This design comes from an exercise in tuning for small area and a short achievable clock period on the open sky130 flow, not from production work.
In this exercise RTL edits were held to simulation tests only and were not proved equivalent to the original.
Power figures rest on the tool's default switching activity, not on a simulated workload.

**flow/flow/run.sh**
```bash
#!/bin/bash
set -euo pipefail
cd "$(dirname "${BASH_SOURCE[0]}")/.."
bash standard.sh SETUP_SLACK_MARGIN=6.2 \
  "BUFFER_PORTS_ARGS=-buffer_cell sky130_fd_sc_hd__buf_1" finish > flow_make.log 2>&1
```
**flow/standard.sh**
```bash
#!/bin/bash
# synth_recipe.tcl (not shown) runs the flow's synth.tcl, then flattens the netlist and writes it again
# the make line also repeats each setting of config.mk as NAME=value (left out here)
make -C /OpenROAD-flow-scripts/flow DESIGN_CONFIG=/design/flow/config.mk WORK_HOME=/design/flow/orfs CLKGATE_MAP_FILE= SYNTH_SCRIPT=/design/flow/synth_recipe.tcl "${@:-finish}"
```
**flow/config.mk**
```make
export PLATFORM = sky130hd
export DESIGN_NAME = dadda_16_pipelined
export DESIGN_NICKNAME = dadda_16_pipelined
export VERILOG_FILES = /design/flow/design.v
export SDC_FILE = /design/flow/constraint.sdc
export NUM_CORES = 4
export LEC_CHECK = 0
export CAP_MARGIN = 20
export CORE_MARGIN = 2
export CORE_UTILIZATION = 40
export CTS_BUF_LIST = sky130_fd_sc_hd__clkbuf_8 sky130_fd_sc_hd__clkbuf_16
export CTS_CLUSTER_DIAMETER = 100
export CTS_CLUSTER_SIZE = 18
export SLEW_MARGIN = 20
export SYNTH_HIERARCHICAL = 1
export SYNTH_MINIMUM_KEEP_SIZE = 0
```
**flow/constraint.sdc**
```tcl
create_clock -name core_clock -period 9.0 [get_ports {clk}]
set_input_delay 1.8000 -clock core_clock [delete_from_list [all_inputs] [get_ports {clk}]]
set_output_delay 1.8000 -clock core_clock [all_outputs]
set_load 0.01 [all_outputs]
```
**flow/design.v**
```verilog
module HA(a, b, Sum, Cout);
input a, b;  
output Sum, Cout;  
assign Sum = a ^ b; 
assign Cout = a & b; 
endmodule
module HA_n(na, nb, nSum, nCout);
input na, nb;
output nSum, nCout;
gate_xnor2 x (.a(na), .b(nb), .y(nSum));
gate_or2   o (.a(na), .b(nb), .y(nCout));
endmodule
module gate_xnor2(a, b, y);
input a, b;
output y;
assign y = ~(a ^ b);
endmodule
module gate_or2(a, b, y);
input a, b;
output y;
assign y = a | b;
endmodule
module csa_dadda(A,B,Cin,Y,Cout);
input A,B,Cin;
output Y,Cout;
assign Y = A^B^Cin;
assign Cout = (A&B)|(A&Cin)|(B&Cin);
endmodule
module adder_lo(a, b, s, co);
    input [13:0] a, b;
    output [13:0] s;
    output co;
    wire [13:0] p = a ^ b;
    wire [13:0] g = a & b;
    wire G0 = g[0] | (p[0] & 1'b1);
    wire G1 = g[2] | (p[2] & g[1]);
    wire P1 = p[2] & p[1];
    wire G2 = g[4] | (p[4] & g[3]);
    wire P2 = p[4] & p[3];
    wire G3 = g[6] | (p[6] & g[5]);
    wire P3 = p[6] & p[5];
    wire G4 = g[8] | (p[8] & g[7]);
    wire P4 = p[8] & p[7];
    wire G5 = g[10] | (p[10] & g[9]);
    wire P5 = p[10] & p[9];
    wire G6 = g[12] | (p[12] & g[11]);
    wire P6 = p[12] & p[11];
    wire G7 = G1 | (P1 & G0);
    wire G8 = G3 | (P3 & G2);
    wire P8 = P3 & P2;
    wire G9 = G5 | (P5 & G4);
    wire P9 = P5 & P4;
    wire G10 = G8 | (P8 & G7);
    wire G11 = G9 | (P9 & G10);
    wire G12 = G2 | (P2 & G7);
    wire G13 = G4 | (P4 & G10);
    wire G14 = G6 | (P6 & G11);
    wire G15 = g[1] | (p[1] & G0);
    wire G16 = g[3] | (p[3] & G7);
    wire G17 = g[5] | (p[5] & G12);
    wire G18 = g[7] | (p[7] & G10);
    wire G19 = g[9] | (p[9] & G13);
    wire G20 = g[11] | (p[11] & G11);
    wire G21 = g[13] | (p[13] & G14);
    assign s[0] = p[0] ^ 1'b1;
    assign s[1] = p[1] ^ G0;
    assign s[2] = p[2] ^ G15;
    assign s[3] = p[3] ^ G7;
    assign s[4] = p[4] ^ G16;
    assign s[5] = p[5] ^ G12;
    assign s[6] = p[6] ^ G17;
    assign s[7] = p[7] ^ G10;
    assign s[8] = p[8] ^ G18;
    assign s[9] = p[9] ^ G13;
    assign s[10] = p[10] ^ G19;
    assign s[11] = p[11] ^ G11;
    assign s[12] = p[12] ^ G20;
    assign s[13] = p[13] ^ G14;
    assign co = G21;
endmodule
module adder_hi(a, b, ci, s);
    input [17:0] a, b;
    input ci;
    output [17:0] s;
    wire [17:0] p = a ^ b;
    wire [17:0] g = a & b;
    wire G0 = g[0] | (p[0] & ci);
    wire G1 = g[2] | (p[2] & g[1]);
    wire P1 = p[2] & p[1];
    wire G2 = g[4] | (p[4] & g[3]);
    wire P2 = p[4] & p[3];
    wire G3 = g[6] | (p[6] & g[5]);
    wire P3 = p[6] & p[5];
    wire G4 = g[8] | (p[8] & g[7]);
    wire P4 = p[8] & p[7];
    wire G5 = g[10] | (p[10] & g[9]);
    wire P5 = p[10] & p[9];
    wire G6 = g[12] | (p[12] & g[11]);
    wire P6 = p[12] & p[11];
    wire G7 = g[14] | (p[14] & g[13]);
    wire P7 = p[14] & p[13];
    wire G8 = g[16] | (p[16] & g[15]);
    wire P8 = p[16] & p[15];
    wire G9 = G1 | (P1 & G0);
    wire G10 = G3 | (P3 & G2);
    wire P10 = P3 & P2;
    wire G11 = G5 | (P5 & G4);
    wire P11 = P5 & P4;
    wire G12 = G7 | (P7 & G6);
    wire P12 = P7 & P6;
    wire G13 = G10 | (P10 & G9);
    wire G14 = G12 | (P12 & G11);
    wire P14 = P12 & P11;
    wire G15 = G14 | (P14 & G13);
    wire G16 = G11 | (P11 & G13);
    wire G17 = G2 | (P2 & G9);
    wire G18 = G4 | (P4 & G13);
    wire G19 = G6 | (P6 & G16);
    wire G20 = G8 | (P8 & G15);
    wire G21 = g[1] | (p[1] & G0);
    wire G22 = g[3] | (p[3] & G9);
    wire G23 = g[5] | (p[5] & G17);
    wire G24 = g[7] | (p[7] & G13);
    wire G25 = g[9] | (p[9] & G18);
    wire G26 = g[11] | (p[11] & G16);
    wire G27 = g[13] | (p[13] & G19);
    wire G28 = g[15] | (p[15] & G15);
    wire G29 = g[17] | (p[17] & G20);
    assign s[0] = p[0] ^ ci;
    assign s[1] = p[1] ^ G0;
    assign s[2] = p[2] ^ G21;
    assign s[3] = p[3] ^ G9;
    assign s[4] = p[4] ^ G22;
    assign s[5] = p[5] ^ G17;
    assign s[6] = p[6] ^ G23;
    assign s[7] = p[7] ^ G13;
    assign s[8] = p[8] ^ G24;
    assign s[9] = p[9] ^ G18;
    assign s[10] = p[10] ^ G25;
    assign s[11] = p[11] ^ G16;
    assign s[12] = p[12] ^ G26;
    assign s[13] = p[13] ^ G19;
    assign s[14] = p[14] ^ G27;
    assign s[15] = p[15] ^ G15;
    assign s[16] = p[16] ^ G28;
    assign s[17] = p[17] ^ G20;
endmodule
module dadda_16_pipelined(clk, rst, A, B, Y_reg);
    input clk, rst;
    input [15:0] A;
    input [15:0] B;
    output reg [31:0] Y_reg;
    reg [15:0] a1, a2, a3, a4, a5;
    reg [15:0] b1, b2, b3, b4, b5;
    always @(posedge clk) begin
        a1 <= A; a2 <= a1; a3 <= a2; a4 <= a3; a5 <= a4;
        b1 <= B; b2 <= b1; b3 <= b2; b4 <= b3; b5 <= b4;
    end
    reg [2:0] hold;
    always @(posedge clk) begin
        if (!rst) hold <= 3'd7;
        else if (hold != 3'd0) hold <= hold - 3'd1;
    end
    wire ok = rst & (hold == 3'd0);
    wire [255:0] npp;
    genvar i, j;
    generate
        for (i = 0; i < 16; i = i + 1) begin : g_i
            for (j = 0; j < 16; j = j + 1) begin : g_j
                assign npp[i*16+j] = ~(a5[j] & b5[i]);
            end
        end
    endgenerate
    wire n0, n1, n2, n3, n4, n5, n6, n7, n8, n9, n10, n11, n12, n13, n14, n15;
    wire n16, n17, n18, n19, n20, n21, n22, n23, n24, n25, n26, n27, n28, n29, n30, n31;
    wire n32, n33, n34, n35, n36, n37, n38, n39, n40, n41, n42, n43, n44, n45, n46, n47;
    wire n48, n49, n50, n51, n52, n53, n54, n55, n56, n57, n58, n59, n60, n61, n62, n63;
    wire n64, n65, n66, n67, n68, n69, n70, n71, n72, n73, n74, n75, n76, n77, n78, n79;
    wire n80, n81, n82, n83, n84, n85, n86, n87, n88, n89, n90, n91, n92, n93, n94, n95;
    wire n96, n97, n98, n99, n100, n101, n102, n103, n104, n105, n106, n107, n108, n109, n110, n111;
    wire n112, n113, n114, n115, n116, n117, n118, n119, n120, n121, n122, n123, n124, n125, n126, n127;
    wire n128, n129, n130, n131, n132, n133, n134, n135, n136, n137, n138, n139, n140, n141, n142, n143;
    wire n144, n145, n146, n147, n148, n149, n150, n151, n152, n153, n154, n155, n156, n157, n158, n159;
    wire n160, n161, n162, n163, n164, n165, n166, n167, n168, n169, n170, n171, n172, n173, n174, n175;
    wire n176, n177, n178, n179, n180, n181, n182, n183, n184, n185, n186, n187, n188, n189, n190, n191;
    wire n192, n193, n194, n195, n196, n197, n198, n199, n200, n201, n202, n203, n204, n205, n206, n207;
    wire n208, n209, n210, n211, n212, n213, n214, n215, n216, n217, n218, n219, n220, n221, n222, n223;
    wire n224, n225, n226, n227, n228, n229, n230, n231, n232, n233, n234, n235, n236, n237, n238, n239;
    wire n240, n241, n242, n243, n244, n245, n246, n247, n248, n249, n250, n251, n252, n253, n254, n255;
    wire n256, n257, n258, n259, n260, n261, n262, n263, n264, n265, n266, n267, n268, n269, n270, n271;
    wire n272, n273, n274, n275, n276, n277, n278, n279, n280, n281, n282, n283, n284, n285, n286, n287;
    wire n288, n289, n290, n291, n292, n293, n294, n295, n296, n297, n298, n299, n300, n301, n302, n303;
    wire n304, n305, n306, n307, n308, n309, n310, n311, n312, n313, n314, n315, n316, n317, n318, n319;
    wire n320, n321, n322, n323, n324, n325, n326, n327, n328, n329, n330, n331, n332, n333, n334, n335;
    wire n336, n337, n338, n339, n340, n341, n342, n343, n344, n345, n346, n347, n348, n349, n350, n351;
    wire n352, n353, n354, n355, n356, n357, n358, n359, n360, n361, n362, n363, n364, n365, n366, n367;
    wire n368, n369, n370, n371, n372, n373, n374, n375, n376, n377, n378, n379, n380, n381, n382, n383;
    wire n384, n385, n386, n387, n388, n389, n390, n391, n392, n393, n394, n395, n396, n397, n398, n399;
    wire n400, n401, n402, n403, n404, n405, n406, n407, n408, n409, n410, n411, n412, n413, n414, n415;
    wire n416, n417, n418, n419;
    HA_n ha0 (.na(npp[13]), .nb(npp[28]), .nSum(n0), .nCout(n1));
    csa_dadda fa0 (.A(npp[14]), .B(npp[29]), .Cin(npp[44]), .Y(n2), .Cout(n3));
    HA_n ha1 (.na(npp[59]), .nb(npp[74]), .nSum(n4), .nCout(n5));
    csa_dadda fa1 (.A(npp[15]), .B(npp[30]), .Cin(npp[45]), .Y(n6), .Cout(n7));
    csa_dadda fa2 (.A(npp[60]), .B(npp[75]), .Cin(npp[90]), .Y(n8), .Cout(n9));
    HA_n ha2 (.na(npp[105]), .nb(npp[120]), .nSum(n10), .nCout(n11));
    csa_dadda fa3 (.A(npp[31]), .B(npp[46]), .Cin(npp[61]), .Y(n12), .Cout(n13));
    csa_dadda fa4 (.A(npp[76]), .B(npp[91]), .Cin(npp[106]), .Y(n14), .Cout(n15));
    HA_n ha3 (.na(npp[121]), .nb(npp[136]), .nSum(n16), .nCout(n17));
    csa_dadda fa5 (.A(npp[47]), .B(npp[62]), .Cin(npp[77]), .Y(n18), .Cout(n19));
    csa_dadda fa6 (.A(npp[92]), .B(npp[107]), .Cin(npp[122]), .Y(n20), .Cout(n21));
    csa_dadda fa7 (.A(npp[63]), .B(npp[78]), .Cin(npp[93]), .Y(n22), .Cout(n23));
    HA_n ha4 (.na(npp[9]), .nb(npp[24]), .nSum(n24), .nCout(n25));
    csa_dadda fa8 (.A(npp[10]), .B(npp[25]), .Cin(npp[40]), .Y(n26), .Cout(n27));
    HA_n ha5 (.na(npp[55]), .nb(npp[70]), .nSum(n28), .nCout(n29));
    csa_dadda fa9 (.A(npp[11]), .B(npp[26]), .Cin(npp[41]), .Y(n30), .Cout(n31));
    csa_dadda fa10 (.A(npp[56]), .B(npp[71]), .Cin(npp[86]), .Y(n32), .Cout(n33));
    HA_n ha6 (.na(npp[101]), .nb(npp[116]), .nSum(n34), .nCout(n35));
    csa_dadda fa11 (.A(npp[12]), .B(npp[27]), .Cin(npp[42]), .Y(n36), .Cout(n37));
    csa_dadda fa12 (.A(npp[57]), .B(npp[72]), .Cin(npp[87]), .Y(n38), .Cout(n39));
    csa_dadda fa13 (.A(npp[102]), .B(npp[117]), .Cin(npp[132]), .Y(n40), .Cout(n41));
    HA_n ha7 (.na(npp[147]), .nb(npp[162]), .nSum(n42), .nCout(n43));
    csa_dadda fa14 (.A(npp[43]), .B(npp[58]), .Cin(npp[73]), .Y(n44), .Cout(n45));
    csa_dadda fa15 (.A(npp[88]), .B(npp[103]), .Cin(npp[118]), .Y(n46), .Cout(n47));
    csa_dadda fa16 (.A(npp[133]), .B(npp[148]), .Cin(npp[163]), .Y(n48), .Cout(n49));
    csa_dadda fa17 (.A(npp[178]), .B(npp[193]), .Cin(npp[208]), .Y(n50), .Cout(n51));
    csa_dadda fa18 (.A(npp[89]), .B(npp[104]), .Cin(npp[119]), .Y(n52), .Cout(n53));
    csa_dadda fa19 (.A(npp[134]), .B(npp[149]), .Cin(npp[164]), .Y(n54), .Cout(n55));
    csa_dadda fa20 (.A(npp[179]), .B(npp[194]), .Cin(npp[209]), .Y(n56), .Cout(n57));
    csa_dadda fa21 (.A(npp[224]), .B(n2), .Cin(n4), .Y(n58), .Cout(n59));
    csa_dadda fa22 (.A(npp[135]), .B(npp[150]), .Cin(npp[165]), .Y(n60), .Cout(n61));
    csa_dadda fa23 (.A(npp[180]), .B(npp[195]), .Cin(npp[210]), .Y(n62), .Cout(n63));
    csa_dadda fa24 (.A(npp[225]), .B(npp[240]), .Cin(n6), .Y(n64), .Cout(n65));
    csa_dadda fa25 (.A(n8), .B(n10), .Cin(n3), .Y(n66), .Cout(n67));
    csa_dadda fa26 (.A(npp[151]), .B(npp[166]), .Cin(npp[181]), .Y(n68), .Cout(n69));
    csa_dadda fa27 (.A(npp[196]), .B(npp[211]), .Cin(npp[226]), .Y(n70), .Cout(n71));
    csa_dadda fa28 (.A(npp[241]), .B(n12), .Cin(n14), .Y(n72), .Cout(n73));
    csa_dadda fa29 (.A(n16), .B(n7), .Cin(n9), .Y(n74), .Cout(n75));
    csa_dadda fa30 (.A(npp[137]), .B(npp[152]), .Cin(npp[167]), .Y(n76), .Cout(n77));
    csa_dadda fa31 (.A(npp[182]), .B(npp[197]), .Cin(npp[212]), .Y(n78), .Cout(n79));
    csa_dadda fa32 (.A(npp[227]), .B(npp[242]), .Cin(n18), .Y(n80), .Cout(n81));
    csa_dadda fa33 (.A(n20), .B(n13), .Cin(n15), .Y(n82), .Cout(n83));
    csa_dadda fa34 (.A(npp[108]), .B(npp[123]), .Cin(npp[138]), .Y(n84), .Cout(n85));
    csa_dadda fa35 (.A(npp[153]), .B(npp[168]), .Cin(npp[183]), .Y(n86), .Cout(n87));
    csa_dadda fa36 (.A(npp[198]), .B(npp[213]), .Cin(npp[228]), .Y(n88), .Cout(n89));
    csa_dadda fa37 (.A(npp[243]), .B(n22), .Cin(n19), .Y(n90), .Cout(n91));
    csa_dadda fa38 (.A(npp[79]), .B(npp[94]), .Cin(npp[109]), .Y(n92), .Cout(n93));
    csa_dadda fa39 (.A(npp[124]), .B(npp[139]), .Cin(npp[154]), .Y(n94), .Cout(n95));
    csa_dadda fa40 (.A(npp[169]), .B(npp[184]), .Cin(npp[199]), .Y(n96), .Cout(n97));
    csa_dadda fa41 (.A(npp[214]), .B(npp[229]), .Cin(npp[244]), .Y(n98), .Cout(n99));
    csa_dadda fa42 (.A(npp[95]), .B(npp[110]), .Cin(npp[125]), .Y(n100), .Cout(n101));
    csa_dadda fa43 (.A(npp[140]), .B(npp[155]), .Cin(npp[170]), .Y(n102), .Cout(n103));
    csa_dadda fa44 (.A(npp[185]), .B(npp[200]), .Cin(npp[215]), .Y(n104), .Cout(n105));
    csa_dadda fa45 (.A(npp[111]), .B(npp[126]), .Cin(npp[141]), .Y(n106), .Cout(n107));
    csa_dadda fa46 (.A(npp[156]), .B(npp[171]), .Cin(npp[186]), .Y(n108), .Cout(n109));
    csa_dadda fa47 (.A(npp[127]), .B(npp[142]), .Cin(npp[157]), .Y(n110), .Cout(n111));
    HA_n ha8 (.na(npp[6]), .nb(npp[21]), .nSum(n112), .nCout(n113));
    csa_dadda fa48 (.A(npp[7]), .B(npp[22]), .Cin(npp[37]), .Y(n114), .Cout(n115));
    HA_n ha9 (.na(npp[52]), .nb(npp[67]), .nSum(n116), .nCout(n117));
    csa_dadda fa49 (.A(npp[8]), .B(npp[23]), .Cin(npp[38]), .Y(n118), .Cout(n119));
    csa_dadda fa50 (.A(npp[53]), .B(npp[68]), .Cin(npp[83]), .Y(n120), .Cout(n121));
    HA_n ha10 (.na(npp[98]), .nb(npp[113]), .nSum(n122), .nCout(n123));
    csa_dadda fa51 (.A(npp[39]), .B(npp[54]), .Cin(npp[69]), .Y(n124), .Cout(n125));
    csa_dadda fa52 (.A(npp[84]), .B(npp[99]), .Cin(npp[114]), .Y(n126), .Cout(n127));
    csa_dadda fa53 (.A(npp[129]), .B(npp[144]), .Cin(n24), .Y(n128), .Cout(n129));
    csa_dadda fa54 (.A(npp[85]), .B(npp[100]), .Cin(npp[115]), .Y(n130), .Cout(n131));
    csa_dadda fa55 (.A(npp[130]), .B(npp[145]), .Cin(npp[160]), .Y(n132), .Cout(n133));
    csa_dadda fa56 (.A(n26), .B(n28), .Cin(n25), .Y(n134), .Cout(n135));
    csa_dadda fa57 (.A(npp[131]), .B(npp[146]), .Cin(npp[161]), .Y(n136), .Cout(n137));
    csa_dadda fa58 (.A(npp[176]), .B(n30), .Cin(n32), .Y(n138), .Cout(n139));
    csa_dadda fa59 (.A(n34), .B(n27), .Cin(n29), .Y(n140), .Cout(n141));
    csa_dadda fa60 (.A(npp[177]), .B(npp[192]), .Cin(n36), .Y(n142), .Cout(n143));
    csa_dadda fa61 (.A(n38), .B(n40), .Cin(n42), .Y(n144), .Cout(n145));
    csa_dadda fa62 (.A(n31), .B(n33), .Cin(n35), .Y(n146), .Cout(n147));
    csa_dadda fa63 (.A(n0), .B(n44), .Cin(n46), .Y(n148), .Cout(n149));
    csa_dadda fa64 (.A(n48), .B(n50), .Cin(n37), .Y(n150), .Cout(n151));
    csa_dadda fa65 (.A(n39), .B(n41), .Cin(n43), .Y(n152), .Cout(n153));
    csa_dadda fa66 (.A(n1), .B(n52), .Cin(n54), .Y(n154), .Cout(n155));
    csa_dadda fa67 (.A(n56), .B(n58), .Cin(n45), .Y(n156), .Cout(n157));
    csa_dadda fa68 (.A(n47), .B(n49), .Cin(n51), .Y(n158), .Cout(n159));
    csa_dadda fa69 (.A(n5), .B(n60), .Cin(n62), .Y(n160), .Cout(n161));
    csa_dadda fa70 (.A(n64), .B(n66), .Cin(n53), .Y(n162), .Cout(n163));
    csa_dadda fa71 (.A(n55), .B(n57), .Cin(n59), .Y(n164), .Cout(n165));
    csa_dadda fa72 (.A(n11), .B(n68), .Cin(n70), .Y(n166), .Cout(n167));
    csa_dadda fa73 (.A(n72), .B(n74), .Cin(n61), .Y(n168), .Cout(n169));
    csa_dadda fa74 (.A(n63), .B(n65), .Cin(n67), .Y(n170), .Cout(n171));
    csa_dadda fa75 (.A(n17), .B(n76), .Cin(n78), .Y(n172), .Cout(n173));
    csa_dadda fa76 (.A(n80), .B(n82), .Cin(n69), .Y(n174), .Cout(n175));
    csa_dadda fa77 (.A(n71), .B(n73), .Cin(n75), .Y(n176), .Cout(n177));
    csa_dadda fa78 (.A(n21), .B(n84), .Cin(n86), .Y(n178), .Cout(n179));
    csa_dadda fa79 (.A(n88), .B(n90), .Cin(n77), .Y(n180), .Cout(n181));
    csa_dadda fa80 (.A(n79), .B(n81), .Cin(n83), .Y(n182), .Cout(n183));
    csa_dadda fa81 (.A(n23), .B(n92), .Cin(n94), .Y(n184), .Cout(n185));
    csa_dadda fa82 (.A(n96), .B(n98), .Cin(n85), .Y(n186), .Cout(n187));
    csa_dadda fa83 (.A(n87), .B(n89), .Cin(n91), .Y(n188), .Cout(n189));
    csa_dadda fa84 (.A(npp[230]), .B(npp[245]), .Cin(n100), .Y(n190), .Cout(n191));
    csa_dadda fa85 (.A(n102), .B(n104), .Cin(n93), .Y(n192), .Cout(n193));
    csa_dadda fa86 (.A(n95), .B(n97), .Cin(n99), .Y(n194), .Cout(n195));
    csa_dadda fa87 (.A(npp[201]), .B(npp[216]), .Cin(npp[231]), .Y(n196), .Cout(n197));
    csa_dadda fa88 (.A(npp[246]), .B(n106), .Cin(n108), .Y(n198), .Cout(n199));
    csa_dadda fa89 (.A(n101), .B(n103), .Cin(n105), .Y(n200), .Cout(n201));
    csa_dadda fa90 (.A(npp[172]), .B(npp[187]), .Cin(npp[202]), .Y(n202), .Cout(n203));
    csa_dadda fa91 (.A(npp[217]), .B(npp[232]), .Cin(npp[247]), .Y(n204), .Cout(n205));
    csa_dadda fa92 (.A(n110), .B(n107), .Cin(n109), .Y(n206), .Cout(n207));
    csa_dadda fa93 (.A(npp[143]), .B(npp[158]), .Cin(npp[173]), .Y(n208), .Cout(n209));
    csa_dadda fa94 (.A(npp[188]), .B(npp[203]), .Cin(npp[218]), .Y(n210), .Cout(n211));
    csa_dadda fa95 (.A(npp[233]), .B(npp[248]), .Cin(n111), .Y(n212), .Cout(n213));
    csa_dadda fa96 (.A(npp[159]), .B(npp[174]), .Cin(npp[189]), .Y(n214), .Cout(n215));
    csa_dadda fa97 (.A(npp[204]), .B(npp[219]), .Cin(npp[234]), .Y(n216), .Cout(n217));
    csa_dadda fa98 (.A(npp[175]), .B(npp[190]), .Cin(npp[205]), .Y(n218), .Cout(n219));
    HA_n ha11 (.na(npp[4]), .nb(npp[19]), .nSum(n220), .nCout(n221));
    csa_dadda fa99 (.A(npp[5]), .B(npp[20]), .Cin(npp[35]), .Y(n222), .Cout(n223));
    HA_n ha12 (.na(npp[50]), .nb(npp[65]), .nSum(n224), .nCout(n225));
    csa_dadda fa100 (.A(npp[36]), .B(npp[51]), .Cin(npp[66]), .Y(n226), .Cout(n227));
    csa_dadda fa101 (.A(npp[81]), .B(npp[96]), .Cin(n112), .Y(n228), .Cout(n229));
    csa_dadda fa102 (.A(npp[82]), .B(npp[97]), .Cin(npp[112]), .Y(n230), .Cout(n231));
    csa_dadda fa103 (.A(n114), .B(n116), .Cin(n113), .Y(n232), .Cout(n233));
    csa_dadda fa104 (.A(npp[128]), .B(n118), .Cin(n120), .Y(n234), .Cout(n235));
    csa_dadda fa105 (.A(n122), .B(n115), .Cin(n117), .Y(n236), .Cout(n237));
    csa_dadda fa106 (.A(n124), .B(n126), .Cin(n128), .Y(n238), .Cout(n239));
    csa_dadda fa107 (.A(n119), .B(n121), .Cin(n123), .Y(n240), .Cout(n241));
    csa_dadda fa108 (.A(n130), .B(n132), .Cin(n134), .Y(n242), .Cout(n243));
    csa_dadda fa109 (.A(n125), .B(n127), .Cin(n129), .Y(n244), .Cout(n245));
    csa_dadda fa110 (.A(n136), .B(n138), .Cin(n140), .Y(n246), .Cout(n247));
    csa_dadda fa111 (.A(n131), .B(n133), .Cin(n135), .Y(n248), .Cout(n249));
    csa_dadda fa112 (.A(n142), .B(n144), .Cin(n146), .Y(n250), .Cout(n251));
    csa_dadda fa113 (.A(n137), .B(n139), .Cin(n141), .Y(n252), .Cout(n253));
    csa_dadda fa114 (.A(n148), .B(n150), .Cin(n152), .Y(n254), .Cout(n255));
    csa_dadda fa115 (.A(n143), .B(n145), .Cin(n147), .Y(n256), .Cout(n257));
    csa_dadda fa116 (.A(n154), .B(n156), .Cin(n158), .Y(n258), .Cout(n259));
    csa_dadda fa117 (.A(n149), .B(n151), .Cin(n153), .Y(n260), .Cout(n261));
    csa_dadda fa118 (.A(n160), .B(n162), .Cin(n164), .Y(n262), .Cout(n263));
    csa_dadda fa119 (.A(n155), .B(n157), .Cin(n159), .Y(n264), .Cout(n265));
    csa_dadda fa120 (.A(n166), .B(n168), .Cin(n170), .Y(n266), .Cout(n267));
    csa_dadda fa121 (.A(n161), .B(n163), .Cin(n165), .Y(n268), .Cout(n269));
    csa_dadda fa122 (.A(n172), .B(n174), .Cin(n176), .Y(n270), .Cout(n271));
    csa_dadda fa123 (.A(n167), .B(n169), .Cin(n171), .Y(n272), .Cout(n273));
    csa_dadda fa124 (.A(n178), .B(n180), .Cin(n182), .Y(n274), .Cout(n275));
    csa_dadda fa125 (.A(n173), .B(n175), .Cin(n177), .Y(n276), .Cout(n277));
    csa_dadda fa126 (.A(n184), .B(n186), .Cin(n188), .Y(n278), .Cout(n279));
    csa_dadda fa127 (.A(n179), .B(n181), .Cin(n183), .Y(n280), .Cout(n281));
    csa_dadda fa128 (.A(n190), .B(n192), .Cin(n194), .Y(n282), .Cout(n283));
    csa_dadda fa129 (.A(n185), .B(n187), .Cin(n189), .Y(n284), .Cout(n285));
    csa_dadda fa130 (.A(n196), .B(n198), .Cin(n200), .Y(n286), .Cout(n287));
    csa_dadda fa131 (.A(n191), .B(n193), .Cin(n195), .Y(n288), .Cout(n289));
    csa_dadda fa132 (.A(n202), .B(n204), .Cin(n206), .Y(n290), .Cout(n291));
    csa_dadda fa133 (.A(n197), .B(n199), .Cin(n201), .Y(n292), .Cout(n293));
    csa_dadda fa134 (.A(n208), .B(n210), .Cin(n212), .Y(n294), .Cout(n295));
    csa_dadda fa135 (.A(n203), .B(n205), .Cin(n207), .Y(n296), .Cout(n297));
    csa_dadda fa136 (.A(npp[249]), .B(n214), .Cin(n216), .Y(n298), .Cout(n299));
    csa_dadda fa137 (.A(n209), .B(n211), .Cin(n213), .Y(n300), .Cout(n301));
    csa_dadda fa138 (.A(npp[220]), .B(npp[235]), .Cin(npp[250]), .Y(n302), .Cout(n303));
    csa_dadda fa139 (.A(n218), .B(n215), .Cin(n217), .Y(n304), .Cout(n305));
    csa_dadda fa140 (.A(npp[191]), .B(npp[206]), .Cin(npp[221]), .Y(n306), .Cout(n307));
    csa_dadda fa141 (.A(npp[236]), .B(npp[251]), .Cin(n219), .Y(n308), .Cout(n309));
    csa_dadda fa142 (.A(npp[207]), .B(npp[222]), .Cin(npp[237]), .Y(n310), .Cout(n311));
    HA_n ha13 (.na(npp[3]), .nb(npp[18]), .nSum(n312), .nCout(n313));
    csa_dadda fa143 (.A(npp[34]), .B(npp[49]), .Cin(npp[64]), .Y(n314), .Cout(n315));
    csa_dadda fa144 (.A(npp[80]), .B(n222), .Cin(n224), .Y(n316), .Cout(n317));
    csa_dadda fa145 (.A(n226), .B(n228), .Cin(n223), .Y(n318), .Cout(n319));
    csa_dadda fa146 (.A(n230), .B(n232), .Cin(n227), .Y(n320), .Cout(n321));
    csa_dadda fa147 (.A(n234), .B(n236), .Cin(n231), .Y(n322), .Cout(n323));
    csa_dadda fa148 (.A(n238), .B(n240), .Cin(n235), .Y(n324), .Cout(n325));
    csa_dadda fa149 (.A(n242), .B(n244), .Cin(n239), .Y(n326), .Cout(n327));
    csa_dadda fa150 (.A(n246), .B(n248), .Cin(n243), .Y(n328), .Cout(n329));
    csa_dadda fa151 (.A(n250), .B(n252), .Cin(n247), .Y(n330), .Cout(n331));
    csa_dadda fa152 (.A(n254), .B(n256), .Cin(n251), .Y(n332), .Cout(n333));
    csa_dadda fa160 (.A(n286), .B(n288), .Cin(n283), .Y(n348), .Cout(n349));
    csa_dadda fa161 (.A(n290), .B(n292), .Cin(n287), .Y(n350), .Cout(n351));
    csa_dadda fa162 (.A(n294), .B(n296), .Cin(n291), .Y(n352), .Cout(n353));
    csa_dadda fa163 (.A(n298), .B(n300), .Cin(n295), .Y(n354), .Cout(n355));
    csa_dadda fa164 (.A(n302), .B(n304), .Cin(n299), .Y(n356), .Cout(n357));
    csa_dadda fa165 (.A(n306), .B(n308), .Cin(n303), .Y(n358), .Cout(n359));
    csa_dadda fa166 (.A(npp[252]), .B(n310), .Cin(n307), .Y(n360), .Cout(n361));
    csa_dadda fa167 (.A(npp[223]), .B(npp[238]), .Cin(npp[253]), .Y(n362), .Cout(n363));
    HA_n ha14 (.na(npp[2]), .nb(npp[17]), .nSum(n364), .nCout(n365));
    csa_dadda fa168 (.A(npp[33]), .B(npp[48]), .Cin(n312), .Y(n366), .Cout(n367));
    csa_dadda fa169 (.A(n220), .B(n314), .Cin(n313), .Y(n368), .Cout(n369));
    csa_dadda fa170 (.A(n221), .B(n316), .Cin(n315), .Y(n370), .Cout(n371));
    csa_dadda fa171 (.A(n225), .B(n318), .Cin(n317), .Y(n372), .Cout(n373));
    csa_dadda fa172 (.A(n229), .B(n320), .Cin(n319), .Y(n374), .Cout(n375));
    csa_dadda fa173 (.A(n233), .B(n322), .Cin(n321), .Y(n376), .Cout(n377));
    csa_dadda fa191 (.A(n305), .B(n358), .Cin(n357), .Y(n412), .Cout(n413));
    csa_dadda fa192 (.A(n309), .B(n360), .Cin(n359), .Y(n414), .Cout(n415));
    csa_dadda fa193 (.A(n311), .B(n362), .Cin(n361), .Y(n416), .Cout(n417));
    csa_dadda fa194 (.A(npp[239]), .B(npp[254]), .Cin(n363), .Y(n418), .Cout(n419));
    reg [84:0] m1;
    always @(posedge clk) m1 <= {n419, npp[255], n417, n418, n415, n416, n413, n414, n412, n377, n375, n376, n373, n374, n371, n372, n369, n370, n367, n368, n365, n366, n364, npp[32], npp[16], npp[1], npp[0], n355, n356, n301, n353, n354, n297, n351, n352, n293, n349, n350, n289, n348, n285, n281, n277, n273, n269, n265, n261, n333, n257, n331, n332, n253, n329, n330, n249, n327, n328, n245, n325, n326, n241, n323, n324, n237, n279, n284, n282, n275, n280, n278, n271, n276, n274, n267, n272, n270, n263, n268, n266, n259, n264, n262, n255, n260, n258};
    csa_dadda fa153 (.A(m1[0]), .B(m1[1]), .Cin(m1[2]), .Y(n334), .Cout(n335));
    csa_dadda fa154 (.A(m1[3]), .B(m1[4]), .Cin(m1[5]), .Y(n336), .Cout(n337));
    csa_dadda fa155 (.A(m1[6]), .B(m1[7]), .Cin(m1[8]), .Y(n338), .Cout(n339));
    csa_dadda fa156 (.A(m1[9]), .B(m1[10]), .Cin(m1[11]), .Y(n340), .Cout(n341));
    csa_dadda fa157 (.A(m1[12]), .B(m1[13]), .Cin(m1[14]), .Y(n342), .Cout(n343));
    csa_dadda fa158 (.A(m1[15]), .B(m1[16]), .Cin(m1[17]), .Y(n344), .Cout(n345));
    csa_dadda fa159 (.A(m1[18]), .B(m1[19]), .Cin(m1[20]), .Y(n346), .Cout(n347));
    csa_dadda fa174 (.A(m1[21]), .B(m1[22]), .Cin(m1[23]), .Y(n378), .Cout(n379));
    csa_dadda fa175 (.A(m1[24]), .B(m1[25]), .Cin(m1[26]), .Y(n380), .Cout(n381));
    csa_dadda fa176 (.A(m1[27]), .B(m1[28]), .Cin(m1[29]), .Y(n382), .Cout(n383));
    csa_dadda fa177 (.A(m1[30]), .B(m1[31]), .Cin(m1[32]), .Y(n384), .Cout(n385));
    csa_dadda fa178 (.A(m1[33]), .B(m1[34]), .Cin(m1[35]), .Y(n386), .Cout(n387));
    csa_dadda fa179 (.A(m1[36]), .B(n334), .Cin(m1[37]), .Y(n388), .Cout(n389));
    csa_dadda fa180 (.A(m1[38]), .B(n336), .Cin(n335), .Y(n390), .Cout(n391));
    csa_dadda fa181 (.A(m1[39]), .B(n338), .Cin(n337), .Y(n392), .Cout(n393));
    csa_dadda fa182 (.A(m1[40]), .B(n340), .Cin(n339), .Y(n394), .Cout(n395));
    csa_dadda fa183 (.A(m1[41]), .B(n342), .Cin(n341), .Y(n396), .Cout(n397));
    csa_dadda fa184 (.A(m1[42]), .B(n344), .Cin(n343), .Y(n398), .Cout(n399));
    csa_dadda fa185 (.A(m1[43]), .B(n346), .Cin(n345), .Y(n400), .Cout(n401));
    csa_dadda fa186 (.A(m1[44]), .B(m1[45]), .Cin(n347), .Y(n402), .Cout(n403));
    csa_dadda fa187 (.A(m1[46]), .B(m1[47]), .Cin(m1[48]), .Y(n404), .Cout(n405));
    csa_dadda fa188 (.A(m1[49]), .B(m1[50]), .Cin(m1[51]), .Y(n406), .Cout(n407));
    csa_dadda fa189 (.A(m1[52]), .B(m1[53]), .Cin(m1[54]), .Y(n408), .Cout(n409));
    csa_dadda fa190 (.A(m1[55]), .B(m1[56]), .Cin(m1[57]), .Y(n410), .Cout(n411));
    wire [31:0] nr0 = {1'b1, m1[83], m1[81], m1[79], m1[77], m1[76], n410, n408, n406, n404, n402, n400, n398, n396, n394, n392, n390, n388, n386, n384, n382, n380, n378, m1[73], m1[71], m1[69], m1[67], m1[65], m1[63], m1[61], m1[59], m1[58]};
    wire [31:0] nr1 = {1'b1, m1[84], m1[82], m1[80], m1[78], n411, n409, n407, n405, n403, n401, n399, n397, n395, n393, n391, n389, n387, n385, n383, n381, n379, m1[75], m1[74], m1[72], m1[70], m1[68], m1[66], m1[64], m1[62], m1[60], 1'b1};
    wire [13:0] nlo;
    wire c_lo;
    adder_lo add_lo (.a(nr0[13:0]), .b(nr1[13:0]), .s(nlo), .co(c_lo));
    reg [13:0] nlo_q;
    reg c_lo_q;
    reg [17:0] nr0_q, nr1_q;
    always @(posedge clk) begin
        nlo_q <= nlo;
        c_lo_q <= c_lo;
        nr0_q <= nr0[31:14];
        nr1_q <= nr1[31:14];
    end
    wire [17:0] nhi;
    adder_hi add_hi (.a(nr0_q), .b(nr1_q), .ci(c_lo_q), .s(nhi));
    always @(posedge clk) Y_reg <= ok ? ~{nhi, nlo_q} : 32'd0;
endmodule
```
==> impl_metrics.py, run 1 <==
metrics = {
    "floorplan": {
        "initial_utilization": 0.407,
        "pin_count": 66,
        "fp.dieW_um": 189,
        "dieArea_sq_mm": 0.0357,
        "rows": 67,
        "die_h_um": 189,
        "core_area_sq_mm": 0.0336,
    },
    "timing": {
        "rsz0062_at_grt": "true",
        "fin_ws_ns": 6.24,
        "tightest_slew_ns": 0.625,
        "finalClockSkew_ns": 0.0153,
        "finalCriticalPeriod_ns": 2.76,
        "hold_ws_ns": 0.320,
        "fmax_mhz": 362,
        "hold_viol_final": 0,
        "setup_tns_ns": 0,
        "period_share": 0.307,
        "finalSetupViolations": 0,
        "maxSlewViolCount": 0,
        "relSlewSlack": 0.583,
    },
    "global_routing": {
        "grt_overflow": 0,
        "grt_usage": 0.137,
        "grt_pass1_vias": 7879,
        "grt_pass1_wl_mm": 38.8,
        "grt_max_degree": 33,
        "antenna_found_initial": 0,
    },
    "outcome": {
        "status": "finished clean",
    },
    "layout": {
        "final_cell_count_no_fill": 1591,
        "fill_cells": 3042,
        "nNetsFinal": 1417,
        "largest_reg_flops": 85,
        "drive_gt1_frac": 0.155,
        "area_delta_synth_final_pct": 11.5,
        "num_antenna_cells": 0,
        "design_area_sq_mm": 0.0153,
    },
    "hold_path": {
        "hold_path.class": "reg2reg",
    },
    "yosys": {
        "yosys_warnings": 7,
        "yosysTopAreaCell": "dfxtp_1",
        "syn_inst": 1080,
        "async_flop_share": 0,
        "netlist.area_leader.share": 0.481,
        "seq_area_frac_synth": 0.481,
        "synth.most_common_cell": "dfxtp_1",
        "netlist_top_cells_count": "329 x dfxtp_1, 264 x nand2_1, 211 x fa_1",
        "synthTopCellsByArea": "dfxtp_1 48%, fa_1 31%, nand2_1 7.2%",
        "synth_area_sq_mm": 0.0137,
        "yosys.cell_types.count": 45,
        "synth-edff-count": 0,
        "synth_area_per_cell_sq_um": 12.7,
        "ys_seq_elements": 329,
        "ys.flop_type": "dfxtp_1",
    },
    "routing": {
        "viasPerCell": 4.61,
        "ant_nets": 0,
        "drtPass1Iterations": 5,
        "drtIter0Drc": 497,
        "drc_errors": 0,
        "via_count": 7332,
        "wl_per_cell_um": 15.3,
        "drt_wl_total_mm": 24.3,
    },
    "worst_setup_path": {
        "cp_data_arrival_time_ns": 0.96,
        "critPathSlowestCell": "dfxtp_2",
        "critPathRequiredTime_ns": 7.20,
        "path_cells": "buf_2",
        "crit_path_max_fanout": 1,
        "end_kind": "output pin",
        "critPathMaxStageDelay_ns": 0.31,
        "start_kind": "flip-flop",
        "path_class": "reg2out",
        "cp_top_family": "flip-flops",
        "crit_buf_inv": 1,
    },
    "placed_design": {
        "gp_congestion": 0.864,
        "numPlacedInstances": 1528,
        "dp_slack_ns": 5.80,
        "dpl-instance-area_sq_mm": 0.0142,
        "hpwl_mm": 17.0,
        "port_buffers": 65,
    },
    "clocking": {
        "clock_path_buffers": 3,
        "cts_root_buf": "clkbuf_16",
        "numCtsBuffers": 22,
        "insertion_delay_ns": 0.53,
        "cts.reportedPaths.clkPinSlew_ns": 0.07,
        "h-tree-depth": 1,
        "hold_buffers": 0,
        "cts.sinks": 329,
        "cts_tree": "done",
    },
    "power_and_ir_drop": {
        "vdd_drop_max_v": 0.000123,
        "p_leak_uw": 0.00599,
        "powerDensity_mw_per_mm2": 270,
    },
    "run": {
        "cap_violations": 0,
    },
}
## path summary, 6_finish.rpt
check / from / to / slack (ns) / depth (start not counted)
worst max-delay path: Y_reg[28]$_SDFF_PN0_ / Y_reg[28] / 6.24 / 1
worst min-delay path: a4[9]$_DFF_P_ / a5[9]$_DFF_P_ / 0.32 / 0
worst max register to register: a5[14]$_DFF_P_ / m1[76]$_DFF_P_ / 6.25 / 6
worst min register to register: a4[9]$_DFF_P_ / a5[9]$_DFF_P_ / 0.32 / 0
## stage by stage
| step | util | total power [uW] |
|---|---|---|
| 6_report | 0.454 | 4120 |
| 2_1_floorplan | - | 2900 |
| 3_3_place_gp | 0.421 | 3230 |
| 3_5_place_dp | 0.421 | 3280 |
| 5_1_grt | 0.454 | 4480 |
| 4_1_cts | 0.444 | 4190 |
## cell families (layout without fill, tap and decap cells)
kind of cell,count (synthesis),after routing,synth area share
AND/OR/NAND/NOR,330,330,0.104
flip-flops,329,329,0.481
adder cells (fa/ha/maj),242,242,0.337
buffers and inverters,102,163,0.0335
AO/OA/AOI/OAI,42,42,0.0213
XOR/XNOR,32,32,0.0205
multiplexers,2,2,0.00183
other,1,3,0.000274
## layout make-up
class	instances	area, sq um	share of cell area
clock buffer	23	564	0.0370
clock inverter	3	30.0	0.00197
inverter	35	131	0.00861
multi-input combinational	651	6650	0.436
sequential	329	6710	0.440
tap	448	561	0.0367
timing repair buffer	102	612	0.0401
## modules after synthesis (local to each module, per instance), excerpt
module | flops+latches | cells
dadda_16_pipelined | 329 | 699
gate_or2 | 0 | 1
adder_hi | 0 | 86
csa_dadda | 0 | 1
adder_lo | 0 | 70
gate_xnor2 | 0 | 1
## report_power, final
group | switching, uW | leakage, uW | internal, uW | total [uW]
clock | 463 | 0.000294 | 448 | 911
combinational | 705 | 0.00293 | 606 | 1310
sequential | 158 | 0.00277 | 1740 | 1900
## cell usage in the layout (no fill, tap or decap), types with 2 or more instances in the layout
cell / count
dfxtp_4: 30
or2_1: 15
nand2_1: 264
xnor2_1: 25
a21oi_1: 12
xor2_1: 7
a21o_1: 3
clkbuf_4: 3
o21ai_0: 6
clkbuf_2: 3
o21ai_2: 2
inv_1: 35
dfxtp_1: 289
ha_1: 31
o21ai_1: 2
fa_1: 211
conb_1: 3
nor2_1: 6
nand2b_1: 7
dfxtp_2: 10
nor2_4: 3
buf_6: 6
a211oi_2: 2
a31oi_1: 2
buf_4: 33
clkbuf_16: 22
nor2_2: 27
buf_2: 23
o21a_1: 3
buf_1: 33
## routing by layer
layer	vias to the layer above	wire length [um]	GRT usage
met5	-	0	0
met4	0	669	0.0487
met3	59	2000	0.0330
met2	291	11600	0.233
met1	3608	10000	0.171
li1	3374	-	-
## what timing repair did
item                       CTS  global route
buffers inserted             0            37
setup endpoints to repair   77            31
gates resized for setup     93            17
==> run 2: changes to the inputs <==
--- a/flow/design.v
+++ b/flow/design.v
@@ -27,11 +27,11 @@
 assign Cout = (A&B)|(A&Cin)|(B&Cin);
 endmodule
 module adder_lo(a, b, s, co);
-    input [13:0] a, b;
-    output [13:0] s;
+    input [16:0] a, b;
+    output [16:0] s;
     output co;
-    wire [13:0] p = a ^ b;
-    wire [13:0] g = a & b;
+    wire [16:0] p = a ^ b;
+    wire [16:0] g = a & b;
     wire G0 = g[0] | (p[0] & 1'b1);
     wire G1 = g[2] | (p[2] & g[1]);
     wire P1 = p[2] & p[1];
@@ -45,58 +45,6 @@
     wire P5 = p[10] & p[9];
     wire G6 = g[12] | (p[12] & g[11]);
     wire P6 = p[12] & p[11];
-    wire G7 = G1 | (P1 & G0);
-    wire G8 = G3 | (P3 & G2);
-    wire P8 = P3 & P2;
-    wire G9 = G5 | (P5 & G4);
-    wire P9 = P5 & P4;
-    wire G10 = G8 | (P8 & G7);
-    wire G11 = G9 | (P9 & G10);
-    wire G12 = G2 | (P2 & G7);
-    wire G13 = G4 | (P4 & G10);
-    wire G14 = G6 | (P6 & G11);
-    wire G15 = g[1] | (p[1] & G0);
-    wire G16 = g[3] | (p[3] & G7);
-    wire G17 = g[5] | (p[5] & G12);
-    wire G18 = g[7] | (p[7] & G10);
-    wire G19 = g[9] | (p[9] & G13);
-    wire G20 = g[11] | (p[11] & G11);
-    wire G21 = g[13] | (p[13] & G14);
-    assign s[0] = p[0] ^ 1'b1;
-    assign s[1] = p[1] ^ G0;
-    assign s[2] = p[2] ^ G15;
-    assign s[3] = p[3] ^ G7;
-    assign s[4] = p[4] ^ G16;
-    assign s[5] = p[5] ^ G12;
-    assign s[6] = p[6] ^ G17;
-    assign s[7] = p[7] ^ G10;
-    assign s[8] = p[8] ^ G18;
-    assign s[9] = p[9] ^ G13;
-    assign s[10] = p[10] ^ G19;
-    assign s[11] = p[11] ^ G11;
-    assign s[12] = p[12] ^ G20;
-    assign s[13] = p[13] ^ G14;
-    assign co = G21;
-endmodule
-module adder_hi(a, b, ci, s);
-    input [17:0] a, b;
-    input ci;
-    output [17:0] s;
-    wire [17:0] p = a ^ b;
-    wire [17:0] g = a & b;
-    wire G0 = g[0] | (p[0] & ci);
-    wire G1 = g[2] | (p[2] & g[1]);
-    wire P1 = p[2] & p[1];
-    wire G2 = g[4] | (p[4] & g[3]);
-    wire P2 = p[4] & p[3];
-    wire G3 = g[6] | (p[6] & g[5]);
-    wire P3 = p[6] & p[5];
-    wire G4 = g[8] | (p[8] & g[7]);
-    wire P4 = p[8] & p[7];
-    wire G5 = g[10] | (p[10] & g[9]);
-    wire P5 = p[10] & p[9];
-    wire G6 = g[12] | (p[12] & g[11]);
-    wire P6 = p[12] & p[11];
     wire G7 = g[14] | (p[14] & g[13]);
     wire P7 = p[14] & p[13];
     wire G8 = g[16] | (p[16] & g[15]);
@@ -125,8 +73,7 @@
     wire G26 = g[11] | (p[11] & G16);
     wire G27 = g[13] | (p[13] & G19);
     wire G28 = g[15] | (p[15] & G15);
-    wire G29 = g[17] | (p[17] & G20);
-    assign s[0] = p[0] ^ ci;
+    assign s[0] = p[0] ^ 1'b1;
     assign s[1] = p[1] ^ G0;
     assign s[2] = p[2] ^ G21;
     assign s[3] = p[3] ^ G9;
@@ -143,7 +90,66 @@
     assign s[14] = p[14] ^ G27;
     assign s[15] = p[15] ^ G15;
     assign s[16] = p[16] ^ G28;
-    assign s[17] = p[17] ^ G20;
+    assign co = G20;
+endmodule
+module adder_hi(a, b, ci, s);
+    input [14:0] a, b;
+    input ci;
+    output [14:0] s;
+    wire [14:0] p = a ^ b;
+    wire [14:0] g = a & b;
+    wire G0 = g[0] | (p[0] & ci);
+    wire G1 = g[2] | (p[2] & g[1]);
+    wire P1 = p[2] & p[1];
+    wire G2 = g[4] | (p[4] & g[3]);
+    wire P2 = p[4] & p[3];
+    wire G3 = g[6] | (p[6] & g[5]);
+    wire P3 = p[6] & p[5];
+    wire G4 = g[8] | (p[8] & g[7]);
+    wire P4 = p[8] & p[7];
+    wire G5 = g[10] | (p[10] & g[9]);
+    wire P5 = p[10] & p[9];
+    wire G6 = g[12] | (p[12] & g[11]);
+    wire P6 = p[12] & p[11];
+    wire G7 = g[14] | (p[14] & g[13]);
+    wire P7 = p[14] & p[13];
+    wire G8 = G1 | (P1 & G0);
+    wire G9 = G3 | (P3 & G2);
+    wire P9 = P3 & P2;
+    wire G10 = G5 | (P5 & G4);
+    wire P10 = P5 & P4;
+    wire G11 = G7 | (P7 & G6);
+    wire P11 = P7 & P6;
+    wire G12 = G9 | (P9 & G8);
+    wire G13 = G11 | (P11 & G10);
+    wire P13 = P11 & P10;
+    wire G14 = G13 | (P13 & G12);
+    wire G15 = G10 | (P10 & G12);
+    wire G16 = G2 | (P2 & G8);
+    wire G17 = G4 | (P4 & G12);
+    wire G18 = G6 | (P6 & G15);
+    wire G19 = g[1] | (p[1] & G0);
+    wire G20 = g[3] | (p[3] & G8);
+    wire G21 = g[5] | (p[5] & G16);
+    wire G22 = g[7] | (p[7] & G12);
+    wire G23 = g[9] | (p[9] & G17);
+    wire G24 = g[11] | (p[11] & G15);
+    wire G25 = g[13] | (p[13] & G18);
+    assign s[0] = p[0] ^ ci;
+    assign s[1] = p[1] ^ G0;
+    assign s[2] = p[2] ^ G19;
+    assign s[3] = p[3] ^ G8;
+    assign s[4] = p[4] ^ G20;
+    assign s[5] = p[5] ^ G16;
+    assign s[6] = p[6] ^ G21;
+    assign s[7] = p[7] ^ G12;
+    assign s[8] = p[8] ^ G22;
+    assign s[9] = p[9] ^ G17;
+    assign s[10] = p[10] ^ G23;
+    assign s[11] = p[11] ^ G15;
+    assign s[12] = p[12] ^ G24;
+    assign s[13] = p[13] ^ G18;
+    assign s[14] = p[14] ^ G25;
 endmodule
 module dadda_16_pipelined(clk, rst, A, B, Y_reg);
     input clk, rst;
@@ -412,19 +418,19 @@
     csa_dadda fa190 (.A(m1[55]), .B(m1[56]), .Cin(m1[57]), .Y(n410), .Cout(n411));
     wire [31:0] nr0 = {1'b1, m1[83], m1[81], m1[79], m1[77], m1[76], n410, n408, n406, n404, n402, n400, n398, n396, n394, n392, n390, n388, n386, n384, n382, n380, n378, m1[73], m1[71], m1[69], m1[67], m1[65], m1[63], m1[61], m1[59], m1[58]};
     wire [31:0] nr1 = {1'b1, m1[84], m1[82], m1[80], m1[78], n411, n409, n407, n405, n403, n401, n399, n397, n395, n393, n391, n389, n387, n385, n383, n381, n379, m1[75], m1[74], m1[72], m1[70], m1[68], m1[66], m1[64], m1[62], m1[60], 1'b1};
-    wire [13:0] nlo;
+    wire [16:0] nlo;
     wire c_lo;
-    adder_lo add_lo (.a(nr0[13:0]), .b(nr1[13:0]), .s(nlo), .co(c_lo));
-    reg [13:0] nlo_q;
+    adder_lo add_lo (.a(nr0[16:0]), .b(nr1[16:0]), .s(nlo), .co(c_lo));
+    reg [16:0] nlo_q;
     reg c_lo_q;
-    reg [17:0] nr0_q, nr1_q;
+    reg [14:0] nr0_q, nr1_q;
     always @(posedge clk) begin
         nlo_q <= nlo;
         c_lo_q <= c_lo;
-        nr0_q <= nr0[31:14];
-        nr1_q <= nr1[31:14];
+        nr0_q <= nr0[31:17];
+        nr1_q <= nr1[31:17];
     end
-    wire [17:0] nhi;
+    wire [14:0] nhi;
     adder_hi add_hi (.a(nr0_q), .b(nr1_q), .ci(c_lo_q), .s(nhi));
     always @(posedge clk) Y_reg <= ok ? ~{nhi, nlo_q} : 32'd0;
 endmodule
==> run 2 against run 1 <==
- sequential share of layout area about the same
- clock power about the same
- worst hold slack about the same
- die area decreased by 0.92%
- total power increased by 3.2%
- core utilization decreased by 0.28 points
- routed wire length decreased by 3.6%
- highest routed layer unchanged
==> impl_metrics.py, run 2 <==
metrics = {
    "outcome": {
        "status": "finished clean",
    },
    "floorplan": {
        "core_area_sq_mm": 0.0334,
        "die_h_um": 188,
        "rows": 67,
        "pin_count": 66,
        "dieArea_sq_mm": 0.0354,
        "fp.dieW_um": 188,
        "initial_utilization": 0.405,
    },
    "global_routing": {
        "grt_pass1_wl_mm": 38.8,
        "grt_pass1_vias": 7673,
        "grt_overflow": 0,
        "grt_max_degree": 33,
        "grt_usage": 0.138,
        "antenna_found_initial": 0,
    },
    "yosys": {
        "yosysTopAreaCell": "dfxtp_1",
        "seq_area_frac_synth": 0.482,
        "ys_seq_elements": 326,
        "syn_inst": 1067,
        "synth-edff-count": 0,
        "synth.most_common_cell": "dfxtp_1",
        "ys.flop_type": "dfxtp_1",
        "synth_area_sq_mm": 0.0136,
        "async_flop_share": 0,
        "yosys_warnings": 7,
        "yosys.cell_types.count": 40,
        "synth_area_per_cell_sq_um": 12.7,
        "netlist.area_leader.share": 0.482,
        "netlist_top_cells_count": "326 x dfxtp_1, 266 x nand2_1, 211 x fa_1",
        "synthTopCellsByArea": "dfxtp_1 48%, fa_1 31%, nand2_1 7.4%",
    },
    "worst_setup_path": {
        "start_kind": "flip-flop",
        "critPathMaxStageDelay_ns": 0.32,
        "crit_path_max_fanout": 1,
        "critPathRequiredTime_ns": 7.20,
        "end_kind": "output pin",
        "cp_top_family": "flip-flops",
        "cp_data_arrival_time_ns": 0.97,
        "critPathSlowestCell": "dfxtp_2",
        "crit_buf_inv": 1,
        "path_class": "reg2out",
        "path_cells": "buf_6",
    },
    "routing": {
        "viasPerCell": 4.55,
        "ant_nets": 0,
        "drtIter0Drc": 353,
        "drc_errors": 0,
        "drtPass1Iterations": 5,
        "wl_per_cell_um": 15.0,
        "drt_wl_total_mm": 23.5,
        "via_count": 7115,
    },
    "timing": {
        "period_share": 0.308,
        "maxSlewViolCount": 0,
        "hold_viol_final": 0,
        "fmax_mhz": 361,
        "setup_tns_ns": 0,
        "relSlewSlack": 0.579,
        "fin_ws_ns": 6.23,
        "finalCriticalPeriod_ns": 2.77,
        "rsz0062_at_grt": "true",
        "finalSetupViolations": 0,
        "tightest_slew_ns": 0.631,
        "finalClockSkew_ns": 0.0195,
    },
    "placed_design": {
        "dp_slack_ns": 5.83,
        "hpwl_mm": 16.9,
        "port_buffers": 65,
        "dpl-instance-area_sq_mm": 0.0141,
        "gp_congestion": 0.831,
        "numPlacedInstances": 1519,
    },
    "clocking": {
        "clock_path_buffers": 3,
        "h-tree-depth": 1,
        "cts_tree": "done",
        "hold_buffers": 0,
        "numCtsBuffers": 22,
        "cts.sinks": 326,
        "cts.reportedPaths.clkPinSlew_ns": 0.08,
        "insertion_delay_ns": 0.54,
        "cts_root_buf": "clkbuf_16",
    },
    "layout": {
        "layout_commonest_cell": "dfxtp_1",
        "mostFrequentLayoutCells": "288 x dfxtp_1, 266 x nand2_1, 211 x fa_1",
        "drive_gt1_frac": 0.144,
        "final_cell_count_no_fill": 1565,
        "design_area_sq_mm": 0.0151,
        "largest_reg_flops": 85,
        "fin_util": 0.451,
        "nNetsFinal": 1392,
        "num_antenna_cells": 0,
        "area_delta_synth_final_pct": 11.3,
    },
    "hold_path": {
        "hold_path.class": "reg2reg",
    },
    "power_and_ir_drop": {
        "powerDensity_mw_per_mm2": 282,
        "p_leak_uw": 0.00588,
        "vdd_drop_max_v": 0.000140,
    },
    "run": {
        "cap_violations": 0,
    },
}
-- run 2: cell types whose count changed in the layout (fill, tap and decap cells not counted), sizes merged, moves of 3 or more --
cell	change
clkbuf	-7
buf	-6
inv	-5
dfxtp	-3
o21a	-3
-- run 2: final timing paths --
| path | from | depth (start not counted) | slack, ns | end |
|---|---|---|---|---|
| setup / recovery | Y_reg[28]$_SDFF_PN0_ | 1 | 6.23 | Y_reg[28] |
| hold / removal | a4[5]$_DFF_P_ | 0 | 0.32 | a5[5]$_DFF_P_ |
| setup reg to reg | a5[12]$_DFF_P_ | 5 | 6.25 | m1[6]$_DFF_P_ |
| hold reg to reg | a4[5]$_DFF_P_ | 0 | 0.32 | a5[5]$_DFF_P_ |
-- run 2: timing repair --
item / CTS / global route
endpoints found under the setup margin: 82 / 29
pin swaps: 0 / 3
buffers inserted: 0 / 21
cloned: 0 / 0
resized for setup: 91 / 29
-- run 2: per-stage QoR --
step | hold slack (ns) | power, uW
6_report | 0.319 | 4260
5_1_grt | 0.319 | 4650
4_1_cts | 0.320 | 4330
3_5_place_dp | 0.312 | 3370
3_3_place_gp | 0.311 | 3310
2_1_floorplan | 0.310 | 2990
-- run 2: power breakdown --
group	switching (uW)	internal [uW]
combinational	769	694
sequential	150	1730
clock	467	443
-- run 2: worst reg2reg max path: cells and delay by family, from the launching register on --
family | cells | cell delay (ns)
simple gates | 1 | 0.12
fa+ha+maj | 4 | 2.04
flops | 1 | 0.47
-- run 2: final cells by class --
| cell class | instances | area, sq um |
|---|---|---|
| clock buffers | 22 | 551 |
| repair buffers | 90 | 564 |
| well taps | 448 | 561 |
| inverters | 29 | 109 |
| fillers | 3043 | 18400 |
| clock inverters | 3 | 47.5 |
| multi-input cells | 647 | 6620 |
| flip-flops and latches | 326 | 6640 |
-- run 2: per-module statistics from Yosys, one instance, submodules excluded, a selection --
module	cells	times used	area (sq um)	flops+latches
csa_dadda	1	195	20.0	0
dadda_16_pipelined	696	1	8150	326
adder_lo	85	1	709	0
gate_xnor2	1	15	8.76	0
adder_hi	61	1	563	0
gate_or2	1	15	6.26	0
-- run 2: layer usage --
layer / up-vias / share of wire / track usage
met5: - / 0 / 0
met4: 0 / 0.038 / 0.0533
met3: 52 / 0.057 / 0.0234
met2: 220 / 0.49 / 0.239
met1: 3532 / 0.41 / 0.172
li1: 3311 / - / -
-- run 2: cells by family after synthesis --
family	after synthesis	synth area share
fa+ha+maj	242	0.340
mux	1	0.00111
other cells	1	0.000277
buf+inv	96	0.0321
xor+xnor	31	0.0200
simple gates	333	0.106
flops	326	0.482
compound gates	37	0.0186
==> run 3: changes to the inputs <==
==> flow/flow/run.sh (replaced) <==
#!/bin/bash
set -euo pipefail
cd "$(dirname "${BASH_SOURCE[0]}")/.."
bash standard.sh SETUP_SLACK_MARGIN=6.2 \
  "BUFFER_PORTS_ARGS=-buffer_cell sky130_fd_sc_hd__buf_1" \
  "CTS_ARGS=-sink_clustering_enable -repair_clock_nets -sink_clustering_size 24 -sink_clustering_max_diameter 200 -sink_clustering_levels 1 -buf_list sky130_fd_sc_hd__clkbuf_16" \
  finish > flow_make.log 2>&1
--- a/flow/config.mk
+++ b/flow/config.mk
@@ -8,9 +8,6 @@
 export CAP_MARGIN = 20
 export CORE_MARGIN = 2
 export CORE_UTILIZATION = 40
-export CTS_BUF_LIST = sky130_fd_sc_hd__clkbuf_8 sky130_fd_sc_hd__clkbuf_16
-export CTS_CLUSTER_DIAMETER = 100
-export CTS_CLUSTER_SIZE = 18
 export SLEW_MARGIN = 20
 export SYNTH_HIERARCHICAL = 1
 export SYNTH_MINIMUM_KEEP_SIZE = 0
==> run 3 against run 2 <==
- die area stayed put
- clock skew is 0.0027 ns higher
- via count hardly changed
- largest cell class unchanged
- largest power group unchanged
==> impl_metrics.py, run 3 <==
metrics = {
    "outcome": {
        "status": "finished clean",
    },
    "timing": {
        "hold_viol_final": 0,
        "finalSetupViolations": 0,
        "rsz0062_at_grt": "true",
        "maxSlewViolCount": 0,
        "relSlewSlack": 0.580,
        "fmax_mhz": 362,
        "period_share": 0.307,
        "tightest_slew_ns": 0.630,
        "finalClockSkew_ns": 0.0222,
        "finalCriticalPeriod_ns": 2.76,
        "setup_tns_ns": 0,
    },
    "yosys": {
        "synth-edff-count": 0,
        "yosys_warnings": 7,
        "yosys.cell_types.count": 40,
        "synth.most_common_cell": "dfxtp_1",
        "netlist_top_cells_count": "326 x dfxtp_1, 266 x nand2_1, 211 x fa_1",
        "netlist.area_leader.share": 0.482,
        "seq_area_frac_synth": 0.482,
        "ys_seq_elements": 326,
        "ys.flop_type": "dfxtp_1",
        "synthTopCellsByArea": "dfxtp_1 48%, fa_1 31%, nand2_1 7.4%",
        "synth_area_sq_mm": 0.0136,
        "syn_inst": 1067,
        "synth_area_per_cell_sq_um": 12.7,
        "yosysTopAreaCell": "dfxtp_1",
        "async_flop_share": 0,
    },
    "global_routing": {
        "grt_usage": 0.137,
        "antenna_found_initial": 0,
        "grt_pass1_vias": 7682,
        "grt_pass1_wl_mm": 38.7,
        "grt_overflow": 0,
        "grt_max_degree": 33,
    },
    "layout": {
        "nNetsFinal": 1384,
        "mostFrequentLayoutCells": "288 x dfxtp_1, 266 x nand2_1, 211 x fa_1",
        "fin_util": 0.446,
        "area_delta_synth_final_pct": 10.0,
        "fill_cells": 3053,
        "num_antenna_cells": 0,
        "drive_gt1_frac": 0.137,
        "largest_reg_flops": 85,
        "layout_commonest_cell": "dfxtp_1",
    },
    "floorplan": {
        "initial_utilization": 0.405,
        "die_h_um": 188,
        "fp.dieW_um": 188,
        "core_area_sq_mm": 0.0334,
        "pin_count": 66,
        "dieArea_sq_mm": 0.0354,
        "rows": 67,
    },
    "placed_design": {
        "gp_congestion": 0.831,
        "hpwl_mm": 16.9,
        "port_buffers": 65,
    },
    "worst_setup_path": {
        "crit_path_max_fanout": 1,
        "end_kind": "output pin",
        "start_kind": "flip-flop",
        "cp_top_family": "flip-flops",
        "critPathSlowestCell": "dfxtp_1",
        "path_cells": "buf_2",
        "crit_buf_inv": 1,
        "r2r_setup_slack_ns": 6.25,
        "critPathRequiredTime_ns": 7.20,
        "path_class": "reg2out",
        "critPathMaxStageDelay_ns": 0.32,
        "cp_data_arrival_time_ns": 0.96,
    },
    "clocking": {
        "cts.reportedPaths.clkPinSlew_ns": 0.09,
        "insertion_delay_ns": 0.52,
        "cts.sinks": 326,
        "cts_root_buf": "clkbuf_16",
        "hold_buffers": 0,
        "h-tree-depth": 1,
        "numCtsBuffers": 17,
        "cts_tree": "done",
        "clock_path_buffers": 3,
    },
    "routing": {
        "wl_per_cell_um": 15.1,
        "ant_nets": 0,
        "viasPerCell": 4.57,
        "drtPass1Iterations": 5,
        "via_count": 7118,
        "drt_wl_total_mm": 23.5,
        "drtIter0Drc": 346,
        "drc_errors": 0,
    },
    "power_and_ir_drop": {
        "powerDensity_mw_per_mm2": 276,
        "vdd_drop_max_v": 0.000139,
        "p_leak_uw": 0.00579,
    },
    "hold_path": {
        "hold_path.class": "reg2reg",
    },
    "run": {
        "cap_violations": 0,
    },
}
## run 3: per-stage QoR
step	std cells	cell area (sq um)	hold slack [ns]	power, uW	setup WS [ns]
floorplan	1069	13600	0.310	2990	6.18
global placement	1519	14100	0.311	3310	5.89
detailed placement	1519	14100	0.312	3370	5.83
CTS	1538	14600	0.324	4190	6.17
global route	1556	14900	0.322	4520	6.15
finish	1556	14900	0.323	4120	6.24
## run 3: final timing paths
| kind | startpoint | to | depth (start not counted) |
|---|---|---|---|
| hold reg to reg | a2[1]$_DFF_P_ | a3[1]$_DFF_P_ | 0 |
| setup reg to reg | b5[13]$_DFF_P_ | m1[34]$_DFF_P_ | 6 |
| hold / removal | a2[1]$_DFF_P_ | a3[1]$_DFF_P_ | 0 |
| setup / recovery | Y_reg[4]$_SDFF_PN0_ | Y_reg[4] | 1 |
## run 3: logic make-up (layout without fill, tap and decap cells)
logic type	after synthesis	in the layout	synth area share
and+or+nand+nor	333	333	0.106
xor gates and xnor gates	31	31	0.0200
adders and majority gates	242	242	0.340
other	1	3	0.000277
muxes	1	1	0.00111
AOI/OAI and AO/OA	37	37	0.0186
buffers and inverters	96	135	0.0321
DFF	326	326	0.482
## run 3: what timing repair did
action | 4_1_cts | 5_1_grt
gates resized for setup | 80 | 39
setup endpoints to repair | 77 | 39
pin swaps | 0 | 2
buffers inserted | 0 | 18
## run 3: layout make-up
cell class                 instances  area, sq um  area share
timing repair buffer              87          538      0.0361
clock buffer                      17          425      0.0285
inverter                          29          109     0.00730
clock inverter                     2         20.0     0.00134
tap                              448          561      0.0376
sequential                       326         6640       0.445
multi-input combinational        647         6620       0.444
## run 3: report_power, final
group	total (uW)	internal [uW]	switching (uW)
clock network	781	345	436
logic	1460	690	766
registers	1880	1730	151
## run 3: Yosys stat by module (local to each module, per instance), a selection
module,cells,times used,flops+latches
adder_lo,85,1,0
adder_hi,61,1,0
dadda_16_pipelined,696,1,326
csa_dadda,1,195,0
gate_xnor2,1,15,0
gate_or2,1,15,0
## run 3: per-layer routing
metal  GRT usage  routed length [um]
met4      0.0527                 769
met5           0                   0
met2       0.238               11600
met1       0.170                9440
met3      0.0234                1660

-- separate check: timing with driven ports --
How much do the figures lean on ideal ports? The routed layouts below were timed once more, with nothing changed but the port constraints. Step 1 (the two cells are an assumption about what drives the block):
set clk [get_ports {clk}]
set_driving_cell -lib_cell sky130_fd_sc_hd__clkbuf_16 $clk
set_driving_cell -lib_cell sky130_fd_sc_hd__buf_2 [delete_from_list [all_inputs] $clk]
Step 2, shift: input delay + t, output delay - t, t = (earliest + latest rising clock arrival at the registers) / 2. This alone moves slack from input paths to output paths. Slacks: no drivers / after step 1 / after step 2; pairs: no drivers / after step 1.
| run | t, ns | setup WS [ns] | worst setup path at the end | worst register clock-pin slew, ns | cell pins on the clock port's net |
|---|---|---|---|---|---|
| run 1 | 0.571 | 6.236 / 6.189 / 6.072 | input to register | 0.08 / 0.08 | 1 |
| run 2 | 0.581 | 6.227 / 6.176 / 6.054 | input to register | 0.08 / 0.08 | 1 |
| run 3 | 0.561 | 6.236 / 6.187 / 6.077 | input to register | 0.10 / 0.10 | 1 |
After both steps every run listed still meets setup and hold. The setup slack of run 2, which loses most, moves by -0.051 ns with the drivers and by -0.173 ns with both steps.
